Source: an optimization exercise on an open RTL-to-GDS flow (aim: small area and few clock cycles per item). Production flows keep margins and buffers that such runs may drop.
Only simulation tests tie the RTL to the original design; equivalence was not proved.
The clock port is modelled as an ideal driver; clocking choices that lean on that would not hold on a real chip.
Power and IR drop assume default switching activity.

## run 1
Design demofull, start of the top module:
module demofull #(
	parameter integer C_S_AXI_ID_WIDTH	= 12,
	parameter integer C_S_AXI_DATA_WIDTH	= 32,
	parameter integer C_S_AXI_ADDR_WIDTH	= 32,
	localparam	AW = C_S_AXI_ADDR_WIDTH,
	localparam	DW = C_S_AXI_DATA_WIDTH,
	localparam	IW = C_S_AXI_ID_WIDTH,
	localparam	LSB = $clog2(C_S_AXI_DATA_WIDTH)-3,
	parameter [0:0]	OPT_NARROW_BURST = 1
	) (
		output	reg					o_we,
		output	reg	[C_S_AXI_ADDR_WIDTH-LSB-1:0]	o_waddr,
		output	reg	[C_S_AXI_DATA_WIDTH-1:0]	o_wdata,
		output	reg	[C_S_AXI_DATA_WIDTH/8-1:0]	o_wstrb,
		output	reg					o_rd,
		output	reg	[C_S_AXI_ADDR_WIDTH-LSB-1:0]	o_raddr,
		input	wire	[C_S_AXI_DATA_WIDTH-1:0]	i_rdata,
		input wire  S_AXI_ACLK,
		input wire  S_AXI_ARESETN,
		input wire [C_S_AXI_ID_WIDTH-1 : 0] S_AXI_AWID,
		input wire [C_S_AXI_ADDR_WIDTH-1 : 0] S_AXI_AWADDR,
		input wire [7 : 0] S_AXI_AWLEN,
		input wire [2 : 0] S_AXI_AWSIZE,
		input wire [1 : 0] S_AXI_AWBURST,
		input wire  S_AXI_AWLOCK,
		input wire [3 : 0] S_AXI_AWCACHE,
		input wire [2 : 0] S_AXI_AWPROT,
		input wire [3 : 0] S_AXI_AWQOS,
		input wire  S_AXI_AWVALID,
		output wire  S_AXI_AWREADY,
		input wire [C_S_AXI_DATA_WIDTH-1 : 0] S_AXI_WDATA,
		input wire [(C_S_AXI_DATA_WIDTH/8)-1 : 0] S_AXI_WSTRB,
		input wire  S_AXI_WLAST,
		input wire  S_AXI_WVALID,
		output wire  S_AXI_WREADY,
		output wire [C_S_AXI_ID_WIDTH-1 : 0] S_AXI_BID,
		output wire [1 : 0] S_AXI_BRESP,
		output wire  S_AXI_BVALID,
		input wire  S_AXI_BREADY,
		input wire [C_S_AXI_ID_WIDTH-1 : 0] S_AXI_ARID,
		input wire [C_S_AXI_ADDR_WIDTH-1 : 0] S_AXI_ARADDR,
		input wire [7 : 0] S_AXI_ARLEN,
		input wire [2 : 0] S_AXI_ARSIZE,
		input wire [1 : 0] S_AXI_ARBURST,
		input wire  S_AXI_ARLOCK,
		input wire [3 : 0] S_AXI_ARCACHE,
		input wire [2 : 0] S_AXI_ARPROT,
		input wire [3 : 0] S_AXI_ARQOS,
		input wire  S_AXI_ARVALID,
		output wire  S_AXI_ARREADY,
		output wire [C_S_AXI_ID_WIDTH-1 : 0] S_AXI_RID,
		output wire [C_S_AXI_DATA_WIDTH-1 : 0] S_AXI_RDATA,
		output wire [1 : 0] S_AXI_RRESP,
		output wire  S_AXI_RLAST,
		output wire  S_AXI_RVALID,
		input wire  S_AXI_RREADY
	);
	reg			wfirst;
	reg	[11:0]		wa;
	wire	[11:0]		wcur, wnext;
	reg			axi_bvalid;
	reg	[IW-1:0]	axi_bid;
	wire			wstall, wready, whs;
	assign	wstall = axi_bvalid && !S_AXI_BREADY;
	assign	wready = S_AXI_AWVALID && !wstall;
  ...
For scale: roughly 430 cells after synthesis, about 4700 sq um of cells after synthesis.
Settings: LEC_CHECK=0, CAP_MARGIN=20, CORE_MARGIN=2, CORE_UTILIZATION=40, CTS_BUF_LIST=sky130_fd_sc_hd__clkbuf_8, SLEW_MARGIN=20; clock period 4.0 ns.
standard.sh (not shown) runs the stock make flow with config.mk's settings and CLKGATE_MAP_FILE= SYNTH_SCRIPT=/design/flow/synth_recipe.tcl, a recipe that flattens the netlist after the stock synthesis.
==> flow/flow/run.sh <==
#!/bin/bash
# Layout: the standard flow (standard.sh), with the smallest buffer cell
# (buf_1) as the port buffer of every input and output port, in place of the
# cell buffer_ports picks by itself, and a clock tree of clkbuf_8 buffers
# without dummy loads.
set -euo pipefail
export BUFFER_PORTS_ARGS="-buffer_cell sky130_fd_sc_hd__buf_1"
export CTS_ARGS="-repair_clock_nets -buf_list sky130_fd_sc_hd__clkbuf_8 -dont_use_dummy_load"
bash standard.sh > standard.log 2>&1
Having completed the whole flow, run 1 delivered a layout that passed the timing, design-rule and antenna checks.
Testbench counts of run 1, summed over its fixed seeds: cycles 15,969, beats 22,951.
For run 2, these inputs were changed with respect to run 1:
==> flow/flow/run.sh <==
#!/bin/bash
# Layout: the standard flow (standard.sh), with the smallest buffer cell
# (buf_1) as the port buffer of every input and output port, in place of the
# cell buffer_ports picks by itself, a clock tree of clkbuf_8 buffers
# without dummy loads, and cells sized down where timing allows after CTS.
set -euo pipefail
export BUFFER_PORTS_ARGS="-buffer_cell sky130_fd_sc_hd__buf_1"
export CTS_ARGS="-sink_clustering_enable -repair_clock_nets -buf_list sky130_fd_sc_hd__clkbuf_8 -dont_use_dummy_load"
export POST_CTS_TCL="$PWD/flow/post_cts.tcl"
bash standard.sh > standard.log 2>&1
==> flow/flow/post_cts.tcl (new file) <==
# After clock tree synthesis: size cells down where the timing slack allows
# (OpenROAD's power recovery), then legalise the placement again.
estimate_parasitics -placement
repair_timing -recover_power 100 -verbose
detailed_placement
check_placement -verbose
==> run summary <==
[run 2] cell depth of the worst flop-to-flop path fell 2 relative to run 1. Lower routed wire length on met2 was reported by run 1, not run 2. In terms of final cell count, run 2 and run 1 differ only marginally. [run 2] reported combinational group power fell about 1% relative to run 1. Between run 2 and run 1, the power dissipated by switching net loads is higher for run 1. Comparing run 2 with run 1, the total routing resource utilization after global routing came out essentially unchanged. Delta (run 2 minus run 1): total power after layout lost about 0.5%, time the worst path needs with I/O delays and setup picked up an extra 0.51 ns, share of the core filled with cells lost 0.20 points.
Relative to run 2, the following input files were edited for run 3:
==> flow/flow/run.sh <==
#!/bin/bash
# Layout: the standard flow (standard.sh), with the smallest buffer cell
# (buf_1) as the port buffer of every input and output port, in place of the
# cell buffer_ports picks by itself, and a clock tree of clkbuf_8 buffers
# without dummy loads.
set -euo pipefail
export BUFFER_PORTS_ARGS="-buffer_cell sky130_fd_sc_hd__buf_1"
export CTS_ARGS="-sink_clustering_enable -repair_clock_nets -buf_list sky130_fd_sc_hd__clkbuf_16 -sink_clustering_size 30 -sink_clustering_max_diameter 200 -dont_use_dummy_load"
bash standard.sh > standard.log 2>&1
removed: flow/flow/post_cts.tcl
[summary]
Diff run 2 -> run 3: least setup slack across all paths after layout higher; clock-pin slew on the worst setup and hold paths lower.
Final instance area, run 2 and run 3: larger value in run 3

what the ideal ports hide:
In the flow no input, the clock included, has a driving cell. The finished layouts below were timed again as built, in two steps. Step 1 (the two cells are an assumption about what drives the block):
set clk [get_ports {S_AXI_ACLK}]
set_driving_cell -lib_cell sky130_fd_sc_hd__clkbuf_16 $clk
set_driving_cell -lib_cell sky130_fd_sc_hd__buf_2 [delete_from_list [all_inputs] $clk]
Step 2 times the ports against the registers' clock, not the clock port: input delays grow and output delays shrink by t, the midpoint of the rising clock arrivals with the driver on. Slacks: ideal / step 1 / step 2; pairs: ideal / step 1.
run	t (ns)	slack for setup (ns)	hold WS [ns]	latest minus earliest clock arrival (ns)	cell pins on the clock port's net
run 1	0.382	1.100 / 1.074 / 1.074	0.499 / 0.499 / 0.499	0.028 / 0.028	1
run 2	0.382	0.590 / 0.565 / 0.565	0.498 / 0.498 / 0.498	0.028 / 0.029	1
run 3	0.369	1.106 / 1.081 / 1.081	0.496 / 0.496 / 0.496	0.019 / 0.019	1
After both steps setup and hold are still met in every run listed. For run 1, which loses most, drivers alone change the setup slack by -0.026 ns; drivers and shift together by -0.026 ns.
